Context: an optimization exercise on an open-source flow, tuned for small area. The choices shown serve that exercise and are no tape-out recipe.
Function was checked by simulation only, so behaviour that the tests miss may differ from the original.

==> run G <==
==> flow/design.v <==
module c_nand2 (input logic a, b, output logic y); assign y = ~(a & b); endmodule
module c_nand3 (input logic a, b, c, output logic y); assign y = ~(a & b & c); endmodule
module c_nand4 (input logic a, b, c, d, output logic y); assign y = ~(a & b & c & d); endmodule
module c_and4 (input logic a, b, c, d, output logic y); assign y = a & b & c & d; endmodule
module c_or3 (input logic a, b, c, output logic y); assign y = a | b | c; endmodule
module c_o21ai (input logic a1, a2, b1, output logic y); assign y = ~((a1 | a2) & b1); endmodule
module c_o22ai (input logic a1, a2, b1, b2, output logic y);
  assign y = ~((a1 | a2) & (b1 | b2));
endmodule
module c_a222oi (input logic a1, a2, b1, b2, c1, c2, output logic y);
  assign y = ~((a1 & a2) | (b1 & b2) | (c1 & c2));
endmodule
module rf_wbit (input logic q, we_n, wd_n, output logic d);
  logic h;
  c_nand2 u_h (.a(q), .b(we_n), .y(h));
  c_o21ai u_d (.a1(we_n), .a2(wd_n), .b1(h), .y(d));
endmodule
module rf_rbit (input logic [31:1] s, input logic [31:1] q, output logic y);
  logic [10:0] t;
  genvar k;
  generate
    for (k = 0; k < 10; k++) begin : g_t
      c_a222oi u (.a1(s[3*k+1]), .a2(q[3*k+1]), .b1(s[3*k+2]), .b2(q[3*k+2]),
                  .c1(s[3*k+3]), .c2(q[3*k+3]), .y(t[k]));
    end
  endgenerate
  c_nand2 u31 (.a(s[31]), .b(q[31]), .y(t[10]));
  logic p0, p1, p2;
  c_nand4 n0 (.a(t[0]), .b(t[1]), .c(t[2]), .d(t[3]), .y(p0));
  c_nand4 n1 (.a(t[4]), .b(t[5]), .c(t[6]), .d(t[7]), .y(p1));
  c_nand3 n2 (.a(t[8]), .b(t[9]), .c(t[10]), .y(p2));
  c_or3 o (.a(p0), .b(p1), .c(p2), .y(y));
endmodule
module rf_rbit_x (input logic [32:1] s, input logic [32:1] q, output logic y);
  logic [11:0] t;
  genvar k;
  generate
    for (k = 0; k < 10; k++) begin : g_t
      c_a222oi u (.a1(s[3*k+1]), .a2(q[3*k+1]), .b1(s[3*k+2]), .b2(q[3*k+2]),
                  .c1(s[3*k+3]), .c2(q[3*k+3]), .y(t[k]));
    end
  endgenerate
  c_nand2 u31 (.a(s[31]), .b(q[31]), .y(t[10]));
  c_nand2 u32 (.a(s[32]), .b(q[32]), .y(t[11]));
  logic p0, p1, p2;
  c_nand4 n0 (.a(t[0]), .b(t[1]), .c(t[2]), .d(t[3]), .y(p0));
  c_nand4 n1 (.a(t[4]), .b(t[5]), .c(t[6]), .d(t[7]), .y(p1));
  c_nand4 n2 (.a(t[8]), .b(t[9]), .c(t[10]), .d(t[11]), .y(p2));
  c_or3 o (.a(p0), .b(p1), .c(p2), .y(y));
endmodule
module add_sk #(parameter int W = 32) (
  input  logic [W-1:0] a, b,
  input  logic         ci,
  output logic [W-1:0] s, g, p,
  output logic         co
);
  logic [W-1:0] G [0:6];
  logic [W-1:0] P [0:6];
  always_comb begin
    g = a & b;
    p = a ^ b;
    G[0] = g; P[0] = p;
    G[0][0] = g[0] | (p[0] & ci);
    for (int l = 0; l < 6; l++) begin
      G[l+1] = G[l]; P[l+1] = P[l];
      for (int i = 0; i < W; i++) begin
        if (((i >> l) & 1) && (((i >> l) << l) - 1) < W) begin
          G[l+1][i] = G[l][i] | (P[l][i] & G[l][((i >> l) << l) - 1]);
          P[l+1][i] = P[l][i] & P[l][((i >> l) << l) - 1];
        end
      end
    end
  end
  assign s  = p ^ {G[6][W-2:0], ci};
  assign co = G[6][W-1];
endmodule
module inc #(parameter int W = 8) (input logic [W-1:0] a, output logic [W-1:0] s, output logic co);
  logic [W:0] c;
  assign c[0] = 1'b1;
  genvar i;
  generate
    for (i = 0; i < W; i++) begin : g_i
      assign s[i]   = a[i] ^ c[i];
      assign c[i+1] = a[i] & c[i];
    end
  endgenerate
  assign co = c[W];
endmodule
module dec #(parameter int W = 8) (input logic [W-1:0] a, output logic [W-1:0] s);
  logic [W:0] b;
  assign b[0] = 1'b1;
  genvar i;
  generate
    for (i = 0; i < W; i++) begin : g_i
      assign s[i]   = a[i] ^ b[i];
      assign b[i+1] = ~a[i] & b[i];
    end
  endgenerate
endmodule
module add_rc #(parameter int W = 8) (input logic [W-1:0] a, b, output logic [W-1:0] s, output logic co);
  logic [W:0] c;
  assign c[0] = 1'b0;
  genvar i;
  generate
    for (i = 0; i < W; i++) begin : g_i
      assign s[i]   = a[i] ^ b[i] ^ c[i];
      assign c[i+1] = (a[i] & b[i]) | (c[i] & (a[i] ^ b[i]));
    end
  endgenerate
  assign co = c[W];
endmodule
module shifter (
  input  logic [31:0] a,
  input  logic [4:0]  sh,
  input  logic        left,
  input  logic        fill,
  output logic [31:0] y
);
  logic [31:0] x [0:5];
  logic [4:0]  sh_n;
  logic        left_n, fill_n;
  assign sh_n   = ~sh;
  assign left_n = ~left;
  assign fill_n = ~fill;
  genvar i, k;
  generate
    for (i = 0; i < 32; i++) begin : g_rev
      c_o22ai u (.a1(left_n), .a2(a[31-i]), .b1(left), .b2(a[i]), .y(x[0][i]));
    end
    for (k = 0; k < 5; k++) begin : g_st
      for (i = 0; i < 32; i++) begin : g_b
        if (i + (1 << k) < 32) begin : g_in
          c_o22ai u (.a1(sh[k]), .a2(x[k][i]), .b1(sh_n[k]), .b2(x[k][i + (1 << k)]), .y(x[k+1][i]));
        end else begin : g_fill
          c_o22ai u (.a1(sh[k]), .a2(x[k][i]), .b1(sh_n[k]), .b2((k % 2 == 0) ? fill_n : fill), .y(x[k+1][i]));
        end
      end
    end
  endgenerate
  assign y = x[5];
endmodule
module lx32_system (
  input  logic        clk,
  input  logic        rst,
  output logic [31:0] pc_out,
  input  logic [31:0] instr,
  output logic [31:0] mem_addr,
  output logic [31:0] mem_wdata,
  input  logic [31:0] mem_rdata,
  output logic        mem_we
);
  logic [6:0] op;
  logic [4:0] rd, ra1, ra2;
  logic [2:0] f3;
  assign op  = instr[6:0];
  assign rd  = instr[11:7];
  assign f3  = instr[14:12];
  assign ra1 = instr[19:15];
  assign ra2 = instr[24:20];
  logic is_lui, is_auipc, is_jal, is_jalr, is_br, is_ld, is_st, is_opi, is_op, alu_op;
  assign is_lui   = (op == 7'b0110111);
  assign is_auipc = (op == 7'b0010111);
  assign is_jal   = (op == 7'b1101111);
  assign is_jalr  = (op == 7'b1100111);
  assign is_br    = (op == 7'b1100011);
  assign is_ld    = (op == 7'b0000011);
  assign is_st    = (op == 7'b0100011);
  assign is_opi   = (op == 7'b0010011);
  assign is_op    = (op == 7'b0110011);
  assign alu_op   = is_op | is_opi;
  logic is_u, sgn;
  logic [31:0] imm_a;
  assign is_u  = is_lui | is_auipc;
  assign sgn   = instr[31];
  assign imm_a[0]     = is_st ? instr[7] : ((is_u | is_jal) ? 1'b0 : instr[20]);
  assign imm_a[4:1]   = is_st ? instr[11:8] : (is_u ? 4'b0 : instr[24:21]);
  assign imm_a[10:5]  = is_u ? 6'b0 : instr[30:25];
  assign imm_a[11]    = is_u ? 1'b0 : (is_jal ? instr[20] : sgn);
  assign imm_a[19:12] = (is_u | is_jal) ? instr[19:12] : {8{sgn}};
  assign imm_a[31:20] = is_u ? instr[31:20] : {12{sgn}};
  logic [12:1] imm_b;
  assign imm_b = {instr[31], instr[7], instr[30:25], instr[11:8]};
  logic [31:1] pc;
  logic [31:1] next_pc;
  always_ff @(posedge clk or posedge rst) begin
    if (rst) pc <= '0;
    else     pc <= next_pc;
  end
  assign pc_out = {pc, 1'b0};
  logic [31:0] rf [1:31];
  logic [31:0] rf_d [1:31];
  logic [31:1] valid;
  logic [31:0] wd_n;
  logic        reg_write;
  logic [31:1] we_n;
  genvar gi, gb;
  generate
    for (gi = 1; gi < 32; gi++) begin : g_rf
      assign we_n[gi] = ~(reg_write & (rd == gi));
      for (gb = 0; gb < 32; gb++) begin : g_b
        rf_wbit u_w (.q(rf[gi][gb]), .we_n(we_n[gi]), .wd_n(wd_n[gb]), .d(rf_d[gi][gb]));
      end
      always_ff @(posedge clk) rf[gi] <= rf_d[gi];
      always_ff @(posedge clk or posedge rst) begin
        if (rst) valid[gi] <= 1'b0;
        else if (!we_n[gi]) valid[gi] <= 1'b1;
      end
    end
  endgenerate
  logic        a_pc;
  logic [32:1] s1;
  logic [31:1] s2;
  assign a_pc = is_auipc | is_jal;
  always_comb begin
    for (int i = 1; i < 32; i++) begin
      s1[i] = valid[i] & (ra1 == i) & ~(is_lui | a_pc);
      s2[i] = valid[i] & (ra2 == i);
    end
    s1[32] = a_pc;
  end
  logic [31:0] rs1, rs2;
  generate
    for (gb = 0; gb < 32; gb++) begin : g_rd
      logic [32:1] qc;
      for (gi = 1; gi < 32; gi++) begin : g_q
        assign qc[gi] = rf[gi][gb];
      end
      if (gb == 0) begin : g_pc0
        assign qc[32] = 1'b0;
        rf_rbit u_r1 (.s(s1[31:1]), .q(qc[31:1]), .y(rs1[gb]));
      end else begin : g_pcn
        assign qc[32] = pc[gb];
        rf_rbit_x u_r1 (.s(s1), .q(qc), .y(rs1[gb]));
      end
      rf_rbit u_r2 (.s(s2), .q(qc[31:1]), .y(rs2[gb]));
    end
  endgenerate
  logic        use_rs2, sub;
  logic [31:0] b, bx, sum, g, p;
  logic        cout;
  assign use_rs2 = is_op | is_br;
  assign sub     = is_br | (alu_op & (f3[2:1] == 2'b01)) | (is_op & (f3 == 3'b000) & instr[30]);
  assign b       = use_rs2 ? rs2 : imm_a;
  assign bx      = b ^ {32{sub}};
  add_sk #(.W(32)) u_add (.a(rs1), .b(bx), .ci(sub), .s(sum), .g(g), .p(p), .co(cout));
  logic lt_u, lt_s, eq;
  assign lt_u = ~cout;
  assign lt_s = p[31] ? lt_u : rs1[31];   
  assign eq   = &p;                       
  logic [31:0] sh;
  shifter u_sh (.a(rs1), .sh(b[4:0]), .left(~f3[2]), .fill(f3[2] & instr[30] & rs1[31]), .y(sh));
  logic [12:1] pc4_lo, bt_lo;
  logic [31:13] pc_hi, inc_hi, dec_hi;
  logic        c_lo, c_bt;
  assign pc_hi = pc[31:13];
  inc #(.W(11)) u_inc_lo (.a(pc[12:2]), .s(pc4_lo[12:2]), .co(c_lo));
  assign pc4_lo[1] = pc[1];
  inc #(.W(19)) u_inc_hi (.a(pc_hi), .s(inc_hi), .co());
  dec #(.W(19)) u_dec_hi (.a(pc_hi), .s(dec_hi));
  add_rc #(.W(12)) u_bt (.a(pc[12:1]), .b(imm_b), .s(bt_lo), .co(c_bt));
  logic cond, taken;
  assign cond  = f3[2] ? (f3[1] ? lt_u : lt_s) : eq;
  assign taken = cond ^ (f3[0] & (f3[2] | ~f3[1]));
  logic to_alu, to_bt, to_seq;
  assign to_alu = is_jalr | is_jal;
  assign to_bt  = is_br & taken;
  assign to_seq = ~to_alu & ~to_bt;
  logic hi_inc, hi_dec, hi_same;
  assign hi_inc  = (to_bt & c_bt & ~sgn) | (to_seq & c_lo);
  assign hi_dec  = to_bt & ~c_bt & sgn;
  assign hi_same = ~to_alu & ~hi_inc & ~hi_dec;
  always_comb begin
    next_pc[12:1]  = ({12{to_alu}} & sum[12:1]) | ({12{to_bt}} & bt_lo) | ({12{to_seq}} & pc4_lo);
    next_pc[31:13] = ({19{to_alu}} & sum[31:13]) | ({19{hi_inc}} & inc_hi)
                   | ({19{hi_dec}} & dec_hi) | ({19{hi_same}} & pc_hi);
  end
  logic sel_add, sel_p, sel_g, sel_sr, sel_sl, sel_lt, sel_ld, sel_link;
  assign reg_write = is_lui | is_auipc | is_jal | is_jalr | is_ld | alu_op;
  assign sel_add  = (alu_op & (f3 == 3'b000)) | is_lui | is_auipc;
  assign sel_p    = alu_op & (f3 == 3'b100 || f3 == 3'b110);
  assign sel_g    = alu_op & (f3 == 3'b111 || f3 == 3'b110);
  assign sel_sr   = alu_op & (f3 == 3'b101);
  assign sel_sl   = alu_op & (f3 == 3'b001);
  assign sel_lt   = alu_op & (f3[2:1] == 2'b01);
  assign sel_ld   = is_ld;
  assign sel_link = is_jal | is_jalr;
  logic sel_link_inc, sel_link_pc;
  assign sel_link_inc = sel_link & c_lo;
  assign sel_link_pc  = sel_link & ~c_lo;
  logic lt;
  assign lt = f3[0] ? lt_u : lt_s;
  generate
    for (gb = 0; gb < 32; gb++) begin : g_wd
      logic t1, t2, t3, t4;
      c_a222oi u_t1 (.a1(sel_add), .a2(sum[gb]), .b1(sel_p), .b2(p[gb]), .c1(sel_g), .c2(g[gb]), .y(t1));
      c_a222oi u_t2 (.a1(sel_sr), .a2(sh[gb]), .b1(sel_sl), .b2(sh[31-gb]), .c1(sel_ld), .c2(mem_rdata[gb]), .y(t2));
      if (gb == 0) begin : g_b0
        c_nand2 u_t3 (.a(sel_lt), .b(lt), .y(t3));
        assign t4 = 1'b1;
      end else if (gb < 13) begin : g_blo
        c_nand2 u_t3 (.a(sel_link), .b(pc4_lo[gb]), .y(t3));
        assign t4 = 1'b1;
      end else begin : g_bhi
        c_nand2 u_t3 (.a(sel_link_inc), .b(inc_hi[gb]), .y(t3));
        c_nand2 u_t4 (.a(sel_link_pc), .b(pc_hi[gb]), .y(t4));
      end
      c_and4 u_o (.a(t1), .b(t2), .c(t3), .d(t4), .y(wd_n[gb]));
    end
  endgenerate
  assign mem_addr  = sum;
  assign mem_wdata = rs2;
  assign mem_we    = is_st;
endmodule
==> flow/run.sh <==
#!/bin/bash
# synth_recipe.tcl (not shown) runs the flow's synth.tcl, then flattens the netlist and writes it again
# the make line also repeats each setting of config.mk as NAME=value (left out here)
make -C /OpenROAD-flow-scripts/flow DESIGN_CONFIG=/design/flow/config.mk WORK_HOME=/design/flow/orfs CLKGATE_MAP_FILE= SYNTH_SCRIPT=/design/flow/synth_recipe.tcl finish
==> flow/config.mk <==
export PLATFORM = sky130hd
export DESIGN_NAME = lx32_system
export DESIGN_NICKNAME = lx32_system
export VERILOG_FILES = /design/flow/design.v
export SDC_FILE = /design/flow/constraint.sdc
export NUM_CORES = 4
export LEC_CHECK = 0
export ABC_CLOCK_PERIOD_IN_PS = 11500
export CAP_MARGIN = 0
export CORE_MARGIN = 2
export CORE_UTILIZATION = 50
export CTS_CLUSTER_DIAMETER = 80
export CTS_CLUSTER_SIZE = 25
export PLACE_DENSITY = 0.55
export SETUP_SLACK_MARGIN = 0.2
export SLEW_MARGIN = 0
export SYNTH_HIERARCHICAL = 1
==> flow/constraint.sdc <==
create_clock -name core_clock -period 13.0 [get_ports {clk}]
set_input_delay 2.6000 -clock core_clock [delete_from_list [all_inputs] [get_ports {clk}]]
set_output_delay 2.6000 -clock core_clock [all_outputs]
set_load 0.01 [all_outputs]
==> run Y (differences from run G) <==
==> flow/flow/run.sh (new file) <==
#!/bin/bash
# The standard layout (standard.sh: standard synthesis, then ORFS to
# finish), with one change: the port buffers are sky130_fd_sc_hd__buf_1
# instead of the flow's default pick. make's full output goes to
# standard_flow.log here; ORFS's own per-step logs are under orfs/logs/.
set -uo pipefail
export BUFFER_PORTS_ARGS="-buffer_cell sky130_fd_sc_hd__buf_1"
bash standard.sh > standard_flow.log 2>&1
==> flow/standard.sh (new file) <==
#!/bin/bash
# synth_recipe.tcl (not shown) runs the flow's synth.tcl, then flattens the netlist and writes it again
# the make line also repeats each setting of config.mk as NAME=value (left out here)
make -C /OpenROAD-flow-scripts/flow DESIGN_CONFIG=/design/flow/config.mk WORK_HOME=/design/flow/orfs CLKGATE_MAP_FILE= SYNTH_SCRIPT=/design/flow/synth_recipe.tcl "${@:-finish}"
Settings changed: CTS_CLUSTER_SIZE 25 to 30.
removed: flow/run.sh
==> results.env <==
WORST-PATH-MAX-FANOUT=9
POWER.CLOCK.FRACTION=0.313
RUN_STATUS='no timing/DRC/antenna violations'
POWER.COMBINATIONAL.FRACTION=0.115
RR_STARTPOINT='valid[6]'
HP-START='rf[29][26]'
PROPORTION_OF_CELL_AREA_OCCUPIED_BY_MULTI_INPUT_GATES=0.472
[end of results for run G]
==> results.env <==
SYNTH_WARNINGS=15
POWER.COMBINATIONAL.FRACTION=0.105
WORST-PATH-MAX-FANOUT=32
POWER.CLOCK.FRACTION=0.314
POST-SYNTH-TOP-COUNT-CELL='nand2_1'
RR_STARTPOINT='valid[30]'
PROPORTION_OF_CELL_AREA_OCCUPIED_BY_MULTI_INPUT_GATES=0.484
HP-START='rf[8][28]'
YOSYS.AREA_SHARE.ADDER=0.0283
RUN_STATUS='no timing/DRC/antenna violations'
SETUP_VIOLATIONS=0
[end of results for run Y]

## static timing again, ports no longer ideal
How much do the figures lean on ideal ports? The routed layouts below were timed once more, with nothing changed but the port constraints.
Step 1 (the two cells are an assumption about what drives the block):
set clk [get_ports {clk}]
set_driving_cell -lib_cell sky130_fd_sc_hd__clkbuf_16 $clk
set_driving_cell -lib_cell sky130_fd_sc_hd__buf_2 [delete_from_list [all_inputs] $clk]
Step 2, shift: input delay + t, output delay - t, t = (earliest + latest rising clock arrival at the registers) / 2. This alone moves slack from input paths to output paths.
Three values: ideal, step 1, step 2; two values: the first two.
run	shift t [ns]	setup WS [ns]	worst data-port slew with drivers (ns)	cell pins on the clock port's net
run G	0.782	0.182 / 0.154 / 0.154	0.16	1
run Y	0.771	1.344 / 1.317 / 1.317	0.17	1
After both steps every run listed still meets setup and hold. For run G, which loses most, drivers alone change the setup slack by -0.028 ns; drivers and shift together by -0.028 ns.
